Context: an optimization exercise on an open-source flow, tuned for small area. The choices shown serve that exercise and are no tape-out recipe.
The RTL was checked by simulation tests, not by an equivalence proof against the original design.
The flow treats the clock pin as an ideal source. Dropping or thinning the clock tree relies on that and would not hold on a real chip.
Power and IR drop assume default switching activity.

Setup of job 101:
==> flow/design.v <==
`timescale 1ns / 1ps
module UART_FIFO_Top #(
    parameter DATA_WIDTH = 8,
    parameter FIFO_DEPTH = 16,
    parameter ADDR_WIDTH = 4
)(
    input clk,
    input rst,
    input en,
    input push_in,
    input pop_in,
    input [DATA_WIDTH-1:0] din,
    input [3:0] threshold,
    output [DATA_WIDTH-1:0] dout,
    output empty,
    output full,
    output overrun,
    output underrun,
    output thr_trigger
);
reg [DATA_WIDTH-1:0] mem [0:FIFO_DEPTH-1];    
reg [ADDR_WIDTH-1:0] cnt;                     
reg empty_t, full_t, overrun_t, underrun_t, thr_t;
wire push_in_n, pop_in_n, push, pop;
fifo_inv  u_pshn (.a(push_in), .y(push_in_n));
fifo_inv  u_popn (.a(pop_in),  .y(pop_in_n));
fifo_nor2 u_push (.a(push_in_n), .b(full_t),  .y(push));
fifo_nor2 u_pop  (.a(pop_in_n),  .b(empty_t), .y(pop));
always @(posedge clk) begin
    if (push) begin
        mem[0] <= din;
        for (int i = 1; i < FIFO_DEPTH; i++)
            mem[i] <= mem[i-1];
    end
end
wire [ADDR_WIDTH-1:0] cnt_n;
wire [FIFO_DEPTH-1:0] hit;
genvar g;
generate
    for (g = 0; g < ADDR_WIDTH; g = g + 1) begin : g_cnt_n
        fifo_inv u (.a(cnt[g]), .y(cnt_n[g]));
    end
endgenerate
fifo_dec4 u_dec (.a(cnt), .a_n(cnt_n), .y(hit));
wire [FIFO_DEPTH-1:0] sel = {hit[0], hit[FIFO_DEPTH-1:1]};
generate
    for (g = 0; g < DATA_WIDTH; g = g + 1) begin : g_rd
        wire [FIFO_DEPTH-1:0] col;
        for (genvar k = 0; k < FIFO_DEPTH; k = k + 1) begin : g_col
            assign col[k] = mem[k][g];
        end
        fifo_mux16 u_mux (.s(sel), .d(col), .y(dout[g]));
    end
endgenerate
wire mv;
fifo_xor2 u_mv (.a(push), .b(pop), .y(mv));
wire e0, e1_n, e2, t1_n, t2, t3_n;
wire [ADDR_WIDTH-1:0] cnt_d;
fifo_xnor2 u_e0  (.a(cnt[0]), .b(push), .y(e0));
fifo_xor2  u_e1  (.a(cnt[1]), .b(push), .y(e1_n));
fifo_xnor2 u_e2  (.a(cnt[2]), .b(push), .y(e2));
fifo_nand2 u_t1  (.a(mv), .b(e0), .y(t1_n));
fifo_nor2  u_t2  (.a(t1_n), .b(e1_n), .y(t2));
fifo_nand2 u_t3  (.a(t2), .b(e2), .y(t3_n));
fifo_xor2  u_d0  (.a(cnt[0]), .b(mv),   .y(cnt_d[0]));
fifo_xnor2 u_d1  (.a(cnt[1]), .b(t1_n), .y(cnt_d[1]));
fifo_xor2  u_d2  (.a(cnt[2]), .b(t2),   .y(cnt_d[2]));
fifo_xnor2 u_d3  (.a(cnt[3]), .b(t3_n), .y(cnt_d[3]));
wire [ADDR_WIDTH:1] lt;
wire n16_n, thr_ge, thr_d;
fifo_and2 u_lt1 (.a(cnt_n[0]), .b(threshold[0]), .y(lt[1]));
generate
    for (g = 1; g < ADDR_WIDTH; g = g + 1) begin : g_lt
        fifo_maj3 u (.a(cnt_n[g]), .b(threshold[g]), .c(lt[g]), .y(lt[g+1]));
    end
endgenerate
fifo_nand2 u_n16 (.a(hit[0]), .b(full_t), .y(n16_n));
fifo_nand2 u_ge  (.a(lt[ADDR_WIDTH]), .b(n16_n), .y(thr_ge));
fifo_mux2  u_thr (.a0(thr_t), .a1(thr_ge), .s(mv), .y(thr_d));
wire fe, fs, full_d, ee, es, empty_d, ovr_d, und_d;
fifo_orn  u_fe  (.a(hit[FIFO_DEPTH-1]), .b(en), .y(fe));
fifo_and2 u_fs  (.a(push), .b(fe), .y(fs));
fifo_mux2 u_fd  (.a0(full_t), .a1(fs), .s(mv), .y(full_d));
fifo_orn  u_ee  (.a(hit[1]), .b(en), .y(ee));
fifo_and2 u_es  (.a(pop), .b(ee), .y(es));
fifo_mux2 u_ed  (.a0(empty_t), .a1(es), .s(mv), .y(empty_d));
fifo_and2 u_ovr (.a(push_in), .b(full_t),  .y(ovr_d));
fifo_and2 u_und (.a(pop_in),  .b(empty_t), .y(und_d));
always @(posedge clk, posedge rst) begin
    if (rst) begin
        cnt <= {ADDR_WIDTH{1'b0}};
        empty_t <= 1'b1;
        full_t <= 1'b0;
        overrun_t <= 1'b0;
        underrun_t <= 1'b0;
        thr_t <= 1'b0;
    end else begin
        cnt <= cnt_d;
        full_t <= full_d;
        empty_t <= empty_d;
        overrun_t <= ovr_d;
        underrun_t <= und_d;
        thr_t <= thr_d;
    end
end
assign empty = empty_t;
assign full = full_t;
assign overrun = overrun_t;
assign underrun = underrun_t;
assign thr_trigger = thr_t;
endmodule
module fifo_mux16 (
    input  [15:0] s,
    input  [15:0] d,
    output y
);
wire [5:0] t;
fifo_aoi222 u0 (.a0(s[0]),  .b0(d[0]),  .a1(s[1]),  .b1(d[1]),  .a2(s[2]),  .b2(d[2]),  .y(t[0]));
fifo_aoi222 u1 (.a0(s[3]),  .b0(d[3]),  .a1(s[4]),  .b1(d[4]),  .a2(s[5]),  .b2(d[5]),  .y(t[1]));
fifo_aoi222 u2 (.a0(s[6]),  .b0(d[6]),  .a1(s[7]),  .b1(d[7]),  .a2(s[8]),  .b2(d[8]),  .y(t[2]));
fifo_aoi222 u3 (.a0(s[9]),  .b0(d[9]),  .a1(s[10]), .b1(d[10]), .a2(s[11]), .b2(d[11]), .y(t[3]));
fifo_aoi222 u4 (.a0(s[12]), .b0(d[12]), .a1(s[13]), .b1(d[13]), .a2(s[14]), .b2(d[14]), .y(t[4]));
assign t[5] = ~(s[15] & d[15]);
assign y = ~&t;
endmodule
module fifo_dec4 (
    input  [3:0] a,
    input  [3:0] a_n,
    output [15:0] y
);
wire [3:0] lo_n, hi_n;
fifo_nand2 l0 (.a(a_n[1]), .b(a_n[0]), .y(lo_n[0]));
fifo_nand2 l1 (.a(a_n[1]), .b(a[0]),   .y(lo_n[1]));
fifo_nand2 l2 (.a(a[1]),   .b(a_n[0]), .y(lo_n[2]));
fifo_nand2 l3 (.a(a[1]),   .b(a[0]),   .y(lo_n[3]));
fifo_nand2 h0 (.a(a_n[3]), .b(a_n[2]), .y(hi_n[0]));
fifo_nand2 h1 (.a(a_n[3]), .b(a[2]),   .y(hi_n[1]));
fifo_nand2 h2 (.a(a[3]),   .b(a_n[2]), .y(hi_n[2]));
fifo_nand2 h3 (.a(a[3]),   .b(a[2]),   .y(hi_n[3]));
genvar i;
generate
    for (i = 0; i < 16; i = i + 1) begin : g_y
        fifo_nor2 u (.a(hi_n[i / 4]), .b(lo_n[i % 4]), .y(y[i]));
    end
endgenerate
endmodule
module fifo_aoi222 (
    input a0, b0, a1, b1, a2, b2,
    output y
);
assign y = ~((a0 & b0) | (a1 & b1) | (a2 & b2));
endmodule
module fifo_inv (input a, output y);
assign y = ~a;
endmodule
module fifo_nand2 (input a, input b, output y);
assign y = ~(a & b);
endmodule
module fifo_nor2 (input a, input b, output y);
assign y = ~(a | b);
endmodule
module fifo_and2 (input a, input b, output y);
assign y = a & b;
endmodule
module fifo_orn (input a, input b, output y);
assign y = a | ~b;
endmodule
module fifo_xor2 (input a, input b, output y);
assign y = a ^ b;
endmodule
module fifo_xnor2 (input a, input b, output y);
assign y = ~(a ^ b);
endmodule
module fifo_maj3 (input a, input b, input c, output y);
assign y = (a & b) | (a & c) | (b & c);
endmodule
module fifo_mux2 (input a0, input a1, input s, output y);
assign y = s ? a1 : a0;
endmodule
export LEC_CHECK = 0
export CAP_MARGIN = 20
export CORE_MARGIN = 2
export CORE_UTILIZATION = 40
export SLEW_MARGIN = 20
export SYNTH_HIERARCHICAL = 1
create_clock -name core_clock -period 5.0 [get_ports {clk}]
standard.sh (not shown) runs the stock make flow with config.mk's settings and CLKGATE_MAP_FILE= SYNTH_SCRIPT=/design/flow/synth_recipe.tcl, a recipe that flattens the netlist after the stock synthesis.
==> flow/flow/run.sh <==
#!/bin/bash
# The standard ORFS layout (the standard.sh), with three changes:
#  - the smallest buffer (buf_1) on each input and output port instead of
#    buffer_ports' default choice;
#  - after the floorplan, flow/downsize.tcl sets every combinational cell to
#    the smallest drive strength of its kind (placement's repair_design then
#    fixes any slew or capacitance this breaks);
#  - the clock tree is built by flow/cts_hook.tcl (a root clkbuf_8 feeding
#    CTS_NLEAF clkbuf_4 leaves over k-means clusters of the flip-flops)
#    instead of TritonCTS; the rest of ORFS's CTS step runs unchanged.
set -euo pipefail
export CTS_NLEAF=16
export CTS_LEAF_BUF=sky130_fd_sc_hd__clkinv_2
export CTS_ROOT_BUF=sky130_fd_sc_hd__clkinv_8
bash standard.sh \
  "BUFFER_PORTS_ARGS=-buffer_cell sky130_fd_sc_hd__buf_1" \
  "POST_FLOORPLAN_TCL=$(pwd)/flow/downsize.tcl" \
  "PRE_CTS_TCL=$(pwd)/flow/cts_hook.tcl" \
  finish > standard.log 2>&1
==> flow/flow/cts_hook.tcl <==
# Clock tree built here in place of TritonCTS: the flip-flops are split into
# CTS_NLEAF clusters of about equal size by k-means on their placed
# positions, each driven by one leaf buffer at its centre; a single root
# buffer, at the centre of the leaves and the only cell the clock port feeds,
# drives the leaves. ORFS's cts.tcl then legalizes and repairs timing as usual.
rename clock_tree_synthesis my_orig_clock_tree_synthesis
proc clock_tree_synthesis {args} {
  set nleaf [expr {[info exists ::env(CTS_NLEAF)] ? $::env(CTS_NLEAF) : 12}]
  set leaf_master_name [expr {[info exists ::env(CTS_LEAF_BUF)] ? $::env(CTS_LEAF_BUF) : "sky130_fd_sc_hd__clkbuf_4"}]
  set root_master_name [expr {[info exists ::env(CTS_ROOT_BUF)] ? $::env(CTS_ROOT_BUF) : "sky130_fd_sc_hd__clkbuf_8"}]
  set db [ord::get_db]
  set block [ord::get_db_block]
  set leaf_master [$db findMaster $leaf_master_name]
  set root_master [$db findMaster $root_master_name]
  set clk_net [$block findNet clk]
  # sinks: every instance pin on the clock net
  set sinks {}
  foreach it [$clk_net getITerms] {
    set inst [$it getInst]
    set bb [$inst getBBox]
    set x [expr {([$bb xMin] + [$bb xMax]) / 2.0}]
    set y [expr {([$bb yMin] + [$bb yMax]) / 2.0}]
    lappend sinks [list $it $x $y]
  }
  set n [llength $sinks]
  puts "custom CTS: $n sinks, $nleaf leaves"
  # k-means with a size cap: seed centres along a sorted order, then iterate
  set sorted [lsort -real -index 1 $sinks]
  set cx {}; set cy {}
  for {set k 0} {$k < $nleaf} {incr k} {
    set s [lindex $sorted [expr {int(($k + 0.5) * $n / $nleaf)}]]
    lappend cx [lindex $s 1]; lappend cy [lindex $s 2]
  }
  set cap [expr {int(ceil(double($n) / $nleaf))}]
  for {set iter 0} {$iter < 30} {incr iter} {
    # capacitated assignment: greedily by distance over all sink-centre pairs
    set pairs {}
    for {set i 0} {$i < $n} {incr i} {
      set s [lindex $sinks $i]
      for {set k 0} {$k < $nleaf} {incr k} {
        set d [expr {abs([lindex $s 1] - [lindex $cx $k]) + abs([lindex $s 2] - [lindex $cy $k])}]
        lappend pairs [list $d $i $k]
      }
    }
    set pairs [lsort -real -index 0 $pairs]
    set assign [lrepeat $n -1]
    set count [lrepeat $nleaf 0]
    set left $n
    foreach p $pairs {
      lassign $p d i k
      if {[lindex $assign $i] >= 0} continue
      if {[lindex $count $k] >= $cap} continue
      lset assign $i $k
      lset count $k [expr {[lindex $count $k] + 1}]
      incr left -1
      if {$left == 0} break
    }
    set sx [lrepeat $nleaf 0.0]; set sy [lrepeat $nleaf 0.0]
    for {set i 0} {$i < $n} {incr i} {
      set k [lindex $assign $i]
      set s [lindex $sinks $i]
      lset sx $k [expr {[lindex $sx $k] + [lindex $s 1]}]
      lset sy $k [expr {[lindex $sy $k] + [lindex $s 2]}]
    }
    for {set k 0} {$k < $nleaf} {incr k} {
      set c [lindex $count $k]
      if {$c > 0} {
        lset cx $k [expr {[lindex $sx $k] / $c}]
        lset cy $k [expr {[lindex $sy $k] / $c}]
      }
    }
  }
  puts "custom CTS: cluster sizes $count"
  # root buffer at the centre of the leaves
  set rx 0.0; set ry 0.0
  for {set k 0} {$k < $nleaf} {incr k} {
    set rx [expr {$rx + [lindex $cx $k]}]; set ry [expr {$ry + [lindex $cy $k]}]
  }
  set rx [expr {int($rx / $nleaf)}]; set ry [expr {int($ry / $nleaf)}]
  proc my_pin {inst dir} {
    foreach it [$inst getITerms] {
      if {$dir eq "INPUT" && [$it isInputSignal]} { return $it }
      if {$dir eq "OUTPUT" && [$it isOutputSignal]} { return $it }
    }
    error "no $dir pin on [$inst getName]"
  }
  set root [odb::dbInst_create $block $root_master clkbuf_root]
  $root setLocation $rx $ry
  $root setPlacementStatus PLACED
  set root_net [odb::dbNet_create $block clknet_root]
  $root_net setSigType CLOCK
  [my_pin $root OUTPUT] connect $root_net
  set leaf_nets {}
  for {set k 0} {$k < $nleaf} {incr k} {
    set b [odb::dbInst_create $block $leaf_master clkbuf_leaf_$k]
    $b setLocation [expr {int([lindex $cx $k])}] [expr {int([lindex $cy $k])}]
    $b setPlacementStatus PLACED
    set ln [odb::dbNet_create $block clknet_leaf_$k]
    $ln setSigType CLOCK
    [my_pin $b INPUT] connect $root_net
    [my_pin $b OUTPUT] connect $ln
    lappend leaf_nets $ln
  }
  for {set i 0} {$i < $n} {incr i} {
    set it [lindex [lindex $sinks $i] 0]
    $it disconnect
    $it connect [lindex $leaf_nets [lindex $assign $i]]
  }
  [my_pin $root INPUT] connect $clk_net
  $clk_net setSigType CLOCK
  puts "custom CTS: done"
}
Other scripts of this flow, unchanged in this note and not shown: flow/flow/downsize.tcl
What job 102 does differently from job 101 at the input level:
Settings: CAP_MARGIN now 0, was 20; SLEW_MARGIN now 0, was 20; CORE_UTILIZATION now 50, was 40.
diff --git a/flow/flow/run.sh b/flow/flow/run.sh
--- a/flow/flow/run.sh
+++ b/flow/flow/run.sh
@@ -10,7 +10,5 @@
 #    instead of TritonCTS; the rest of ORFS's CTS step runs unchanged.
 set -euo pipefail
-export CTS_NLEAF=16
-export CTS_LEAF_BUF=sky130_fd_sc_hd__clkinv_2
-export CTS_ROOT_BUF=sky130_fd_sc_hd__clkinv_8
+export CTS_NLEAF=13
 bash standard.sh \
   "BUFFER_PORTS_ARGS=-buffer_cell sky130_fd_sc_hd__buf_1" \
diff --git a/flow/flow/cts_hook.tcl b/flow/flow/cts_hook.tcl
--- a/flow/flow/cts_hook.tcl
+++ b/flow/flow/cts_hook.tcl
@@ -78,11 +78,4 @@
   }
   set rx [expr {int($rx / $nleaf)}]; set ry [expr {int($ry / $nleaf)}]
-  proc my_pin {inst dir} {
-    foreach it [$inst getITerms] {
-      if {$dir eq "INPUT" && [$it isInputSignal]} { return $it }
-      if {$dir eq "OUTPUT" && [$it isOutputSignal]} { return $it }
-    }
-    error "no $dir pin on [$inst getName]"
-  }
   set root [odb::dbInst_create $block $root_master clkbuf_root]
   $root setLocation $rx $ry
@@ -90,5 +83,5 @@
   set root_net [odb::dbNet_create $block clknet_root]
   $root_net setSigType CLOCK
-  [my_pin $root OUTPUT] connect $root_net
+  [$root findITerm X] connect $root_net
   set leaf_nets {}
   for {set k 0} {$k < $nleaf} {incr k} {
@@ -98,6 +91,6 @@
     set ln [odb::dbNet_create $block clknet_leaf_$k]
     $ln setSigType CLOCK
-    [my_pin $b INPUT] connect $root_net
-    [my_pin $b OUTPUT] connect $ln
+    [$b findITerm A] connect $root_net
+    [$b findITerm X] connect $ln
     lappend leaf_nets $ln
   }
@@ -107,5 +100,5 @@
     $it connect [lindex $leaf_nets [lindex $assign $i]]
   }
-  [my_pin $root INPUT] connect $clk_net
+  [$root findITerm A] connect $clk_net
   $clk_net setSigType CLOCK
   puts "custom CTS: done"
--- outcome ---
Lower die area among job 102 and job 101: job 102
On initial standard-cell utilization of the core: between job 102 and job 101, it ends up lower for job 101.
[job 102] net switching fraction of the power fell 2.2 points relative to job 101
Between job 102 and job 101, the share of cell area taken by flip-flops and latches does not differ in any meaningful way.
NOTE wire length of the first global-routing pass job 101->job 102 decreased by a few percent
[diff] power, job 102 relative to job 101: regression
Looking at insertion delay to the later sink of the worst-skew pair, job 102 sits above job 101.
Job 101 → job 102: utilization now sits higher; clock group share of total power picked up an extra 1.6 points.
What job 103 does differently from job 102 at the input level:
Settings: SLEW_MARGIN now 20, was 0; CORE_UTILIZATION now 40, was 50; CAP_MARGIN now 20, was 0.
### Flow results
- Taking job 102 as the reference, in job 103 area growth from synthesis to final layout went up 0.46 points, power attributed to the clock group lost about 1%, time the final worst path needs with I/O delays and setup moved down.
- NOTE achievable clock frequency job 102->job 103 increased slightly
In every run of this note, the design's own scripts or RTL, not TritonCTS, make the clock network.

[separate check: timing with driven ports]
How much do the figures lean on ideal ports? The routed layouts below were timed once more, with nothing changed but the port constraints.
Step 1, drivers: a clkbuf_16 drives clk and a buf_2 each remaining input, both assumed.
Step 2 adds t to the input delays and takes it off the output delays; t is the mean of the earliest and latest rising clock arrival at the registers after step 1. Input paths then give back, and output paths get back, about the clock's delay inside the block.
Slacks: ideal / step 1 / step 2; pairs: ideal / step 1.
run	t (ns)	setup WS [ns]	worst slew at a driven data input, ns
job 101	0.314	1.651 / 1.597 / 1.911	0.03
job 102	0.444	1.456 / 1.424 / 1.868	0.03
job 103	0.426	1.509 / 1.476 / 1.902	0.03
After both steps setup and hold are still met in every run listed.
